Background: an optimization exercise with open tools, aiming at small area. Do not read the settings as production practice. RTL that was checked went through simulation tests only; none was proved equivalent to the original.

run A:
Design mulNbit, start of the top module:
module mulNbit(a, b, clk, cin, rst, sum, cout);
	parameter N = 32;
	input [N-1:0] a, b;
	input cin, clk, rst;
	output reg [N-1:0] sum;
	output reg cout;
  ...
clock: 8.5 ns
lec_check: 0
cap_margin: 10
core_margin: 2
core_utilization: 60
cts_buf_list: sky130_fd_sc_hd__clkbuf_4 sky130_fd_sc_hd__clkbuf_8
gpl_timing_driven: 1
place_density: 0.8
setup_slack_margin: 0.05
slew_margin: 10
synth_hierarchical: 1
synth_minimum_keep_size: 0
standard.sh (not shown) runs the stock make flow with config.mk's settings and CLKGATE_MAP_FILE= SYNTH_SCRIPT=/design/flow/synth_recipe.tcl, a recipe that flattens the netlist after the stock synthesis.
==> flow/flow/run.sh <==
#!/bin/bash
# The standard layout (standard.sh) with two changes:
#  - after the standard synthesis, every combinational cell is set to the
#    smallest drive strength of its family (flow/downsize.py); the resizer
#    in placement, CTS and routing upsizes what timing needs;
#  - the port buffers are the smallest buffer cell.
set -euo pipefail
ARGS=(BUFFER_PORTS_ARGS="-buffer_cell sky130_fd_sc_hd__buf_1")
R=orfs/results/sky130hd/mulNbit/base
bash standard.sh "${ARGS[@]}" synth > synth.log 2>&1
cp $R/1_2_yosys.v 1_2_yosys.standard.v
python3 flow/downsize.py "$FLOW_HOME/platforms/sky130hd/lib/sky130_fd_sc_hd__tt_025C_1v80.lib" $R/1_2_yosys.v > downsize.log 2>&1
rm -f $R/1_synth.odb $R/1_synth.sdc
bash standard.sh "${ARGS[@]}" finish > standard.log 2>&1
Other scripts of this flow, unchanged in this note and not shown: flow/flow/downsize.py
### run A -> run B
- a change of CTS_BUF_LIST from sky130_fd_sc_hd__clkbuf_4 sky130_fd_sc_hd__clkbuf_8 to sky130_fd_sc_hd__clkbuf_8
- an added CTS_CLUSTER_SIZE of 20
- a change of GPL_TIMING_DRIVEN from 1 to 0
Notes after the runs:
Of the two values seen for beginning of the critical path, b[13] was produced by run B and rst by run A.
Against run A as the reference, run B delivers a higher share of the clock period used by the worst path after layout.
In run B the clock buffer count in the final layout turned out 1 lower than in run A.
Run B vs run A: total area of multi-input combinational cells up slightly
Compared with run A, run B shows a count of placed standard cells in the final layout, fillers left out that is about 4% lower.
Routed metal-1 wirelength shrinks by a few percent when moving from run A to run B.
Setup changes, run B to run C
- putting CTS_CLUSTER_DIAMETER at 300 where nothing was set
- swapping sky130_fd_sc_hd__clkbuf_8 for sky130_fd_sc_hd__clkbuf_4 sky130_fd_sc_hd__clkbuf_8 in CTS_BUF_LIST
- swapping 20 for 40 in CTS_CLUSTER_SIZE
==> comparison <==
Run B has a higher wire length on met2 than run C. Compared run B against run C; area growth from synthesis to layout within noise. Diff run B and run C: final wirelength higher in run C. Comparing run B with run C, the post-route cell area came out essentially unchanged. In terms of non-clock buffer contribution to total cell area, run B and run C differ only marginally. | worst setup slack | run C vs run B | 13 ps higher |. Run B → run C: final layout net count shows no meaningful change; worst path buffer plus inverter count increased 1.
Here is what was changed in the inputs of run D compared with run C.
- CTS_CLUSTER_DIAMETER no longer set, was 300
- CTS_CLUSTER_SIZE no longer set, was 40
--- a/flow/flow/run.sh
+++ b/flow/flow/run.sh
@@ -6 +6,2 @@
-#  - the port buffers are the smallest buffer cell.
+#  - the port buffers are the smallest buffer cell;
+#  - after global routing, non-critical cells are downsized (RECOVER_POWER).
@@ -8 +9 @@
-ARGS=(BUFFER_PORTS_ARGS="-buffer_cell sky130_fd_sc_hd__buf_1")
+ARGS=(BUFFER_PORTS_ARGS="-buffer_cell sky130_fd_sc_hd__buf_1" RECOVER_POWER=100)
==> comparison <==
- Diff run D..run C | effective utilization at floorplan | unchanged
- Total of max-cap violations: run C vs run D identical
- Comparing run D against run C, there is no change at all in overall via count from detail_route.
No run of this note included a check of the RTL's function; only the layout flow was run.

========
Another version of the RTL of mulNbit (not shown whole).
Size in the first run: roughly 1000 cells after synthesis, roughly 11000 sq um of cells after synthesis.
Settings: LEC_CHECK=0, CAP_MARGIN=5, CORE_MARGIN=2, CORE_UTILIZATION=60, CTS_BUF_LIST=sky130_fd_sc_hd__clkbuf_4 sky130_fd_sc_hd__clkbuf_8, GPL_TIMING_DRIVEN=0, PLACE_DENSITY=0.75, SETUP_SLACK_MARGIN=0.05, SLEW_MARGIN=5, SYNTH_HIERARCHICAL=1, SYNTH_MINIMUM_KEEP_SIZE=0; clock period 8.5 ns.
==> flow/flow/run.sh <==
#!/bin/bash
# The standard layout (standard.sh) with two changes:
#  - after the standard synthesis, every combinational cell is set to the
#    smallest drive strength of its family (flow/downsize.py); the resizer
#    in placement, CTS and routing upsizes what timing needs;
#  - the port buffers are the smallest buffer cell.
set -euo pipefail
ARGS=(BUFFER_PORTS_ARGS="-buffer_cell sky130_fd_sc_hd__buf_1")
R=orfs/results/sky130hd/mulNbit/base
bash standard.sh "${ARGS[@]}" synth > synth.log 2>&1
cp $R/1_2_yosys.v 1_2_yosys.standard.v
python3 flow/downsize.py "$FLOW_HOME/platforms/sky130hd/lib/sky130_fd_sc_hd__tt_025C_1v80.lib" $R/1_2_yosys.v > downsize.log 2>&1
rm -f $R/1_synth.odb $R/1_synth.sdc
bash standard.sh "${ARGS[@]}" finish > standard.log 2>&1
Other scripts of this flow, unchanged in this note and not shown: flow/flow/downsize.py
Change:
Settings changed: CAP_MARGIN 5 to 10, SETUP_SLACK_MARGIN 0.05 to not set, SLEW_MARGIN 5 to 10.
Result: The new run went through all stages and came out clean. Die area is unchanged. Wire length fell by 1.1%. Core utilization fell by 0.23 points.
Change:
Settings changed: PLACE_DENSITY 0.75 to not set.
After rerunning: Wire length is higher by 2.8%. Utilization came out higher by 0.49 points.
Change:
Settings changed: PLACE_DENSITY set to 0.9.
The changed run produced a clean layout.
Utilization falls by 0.34 points.
Die area stays the same.
Wire length drops by 1.8%.
Final cell count stays flat.
Global-route usage falls by 1.7 points.

[re-timing with driven ports]
In the flow no input, the clock included, has a driving cell. The finished layouts below were timed again as built, in two steps.
Step 1 (the two cells are an assumption about what drives the block):
set clk [get_ports {clk}]
set_driving_cell -lib_cell sky130_fd_sc_hd__clkbuf_16 $clk
set_driving_cell -lib_cell sky130_fd_sc_hd__buf_2 [delete_from_list [all_inputs] $clk]
Step 2 adds t to the input delays and takes it off the output delays; t is the mean of the earliest and latest rising clock arrival at the registers after step 1. Input paths then give back, and output paths get back, about the clock's delay inside the block.
Slacks: ideal ports / drivers / drivers and shift; pairs: ideal ports / drivers.
run	t (ns)	slack for setup (ns)	worst data-port slew with drivers (ns)
run A	0.362	0.833 / 0.849 / 0.486	0.06
run B	0.353	0.299 / 0.305 / -0.048	0.04
run C	0.361	0.312 / 0.319 / -0.042	0.04
run D	0.361	0.312 / 0.319 / -0.042	0.04
the first run of note 2	0.331	0.267 / 0.283 / -0.048	0.04
the second run of note 2	0.331	0.207 / 0.222 / -0.109	0.04
the third run of note 2	0.355	0.210 / 0.234 / -0.122	0.04
the fourth run of note 2	0.373	0.201 / 0.211 / -0.162	0.05
With both steps, setup timing fails in 7 of these runs, where it was met with ideal ports. For the fourth run of note 2, which loses most, drivers alone change the setup slack by +0.010 ns; drivers and shift together by -0.363 ns.
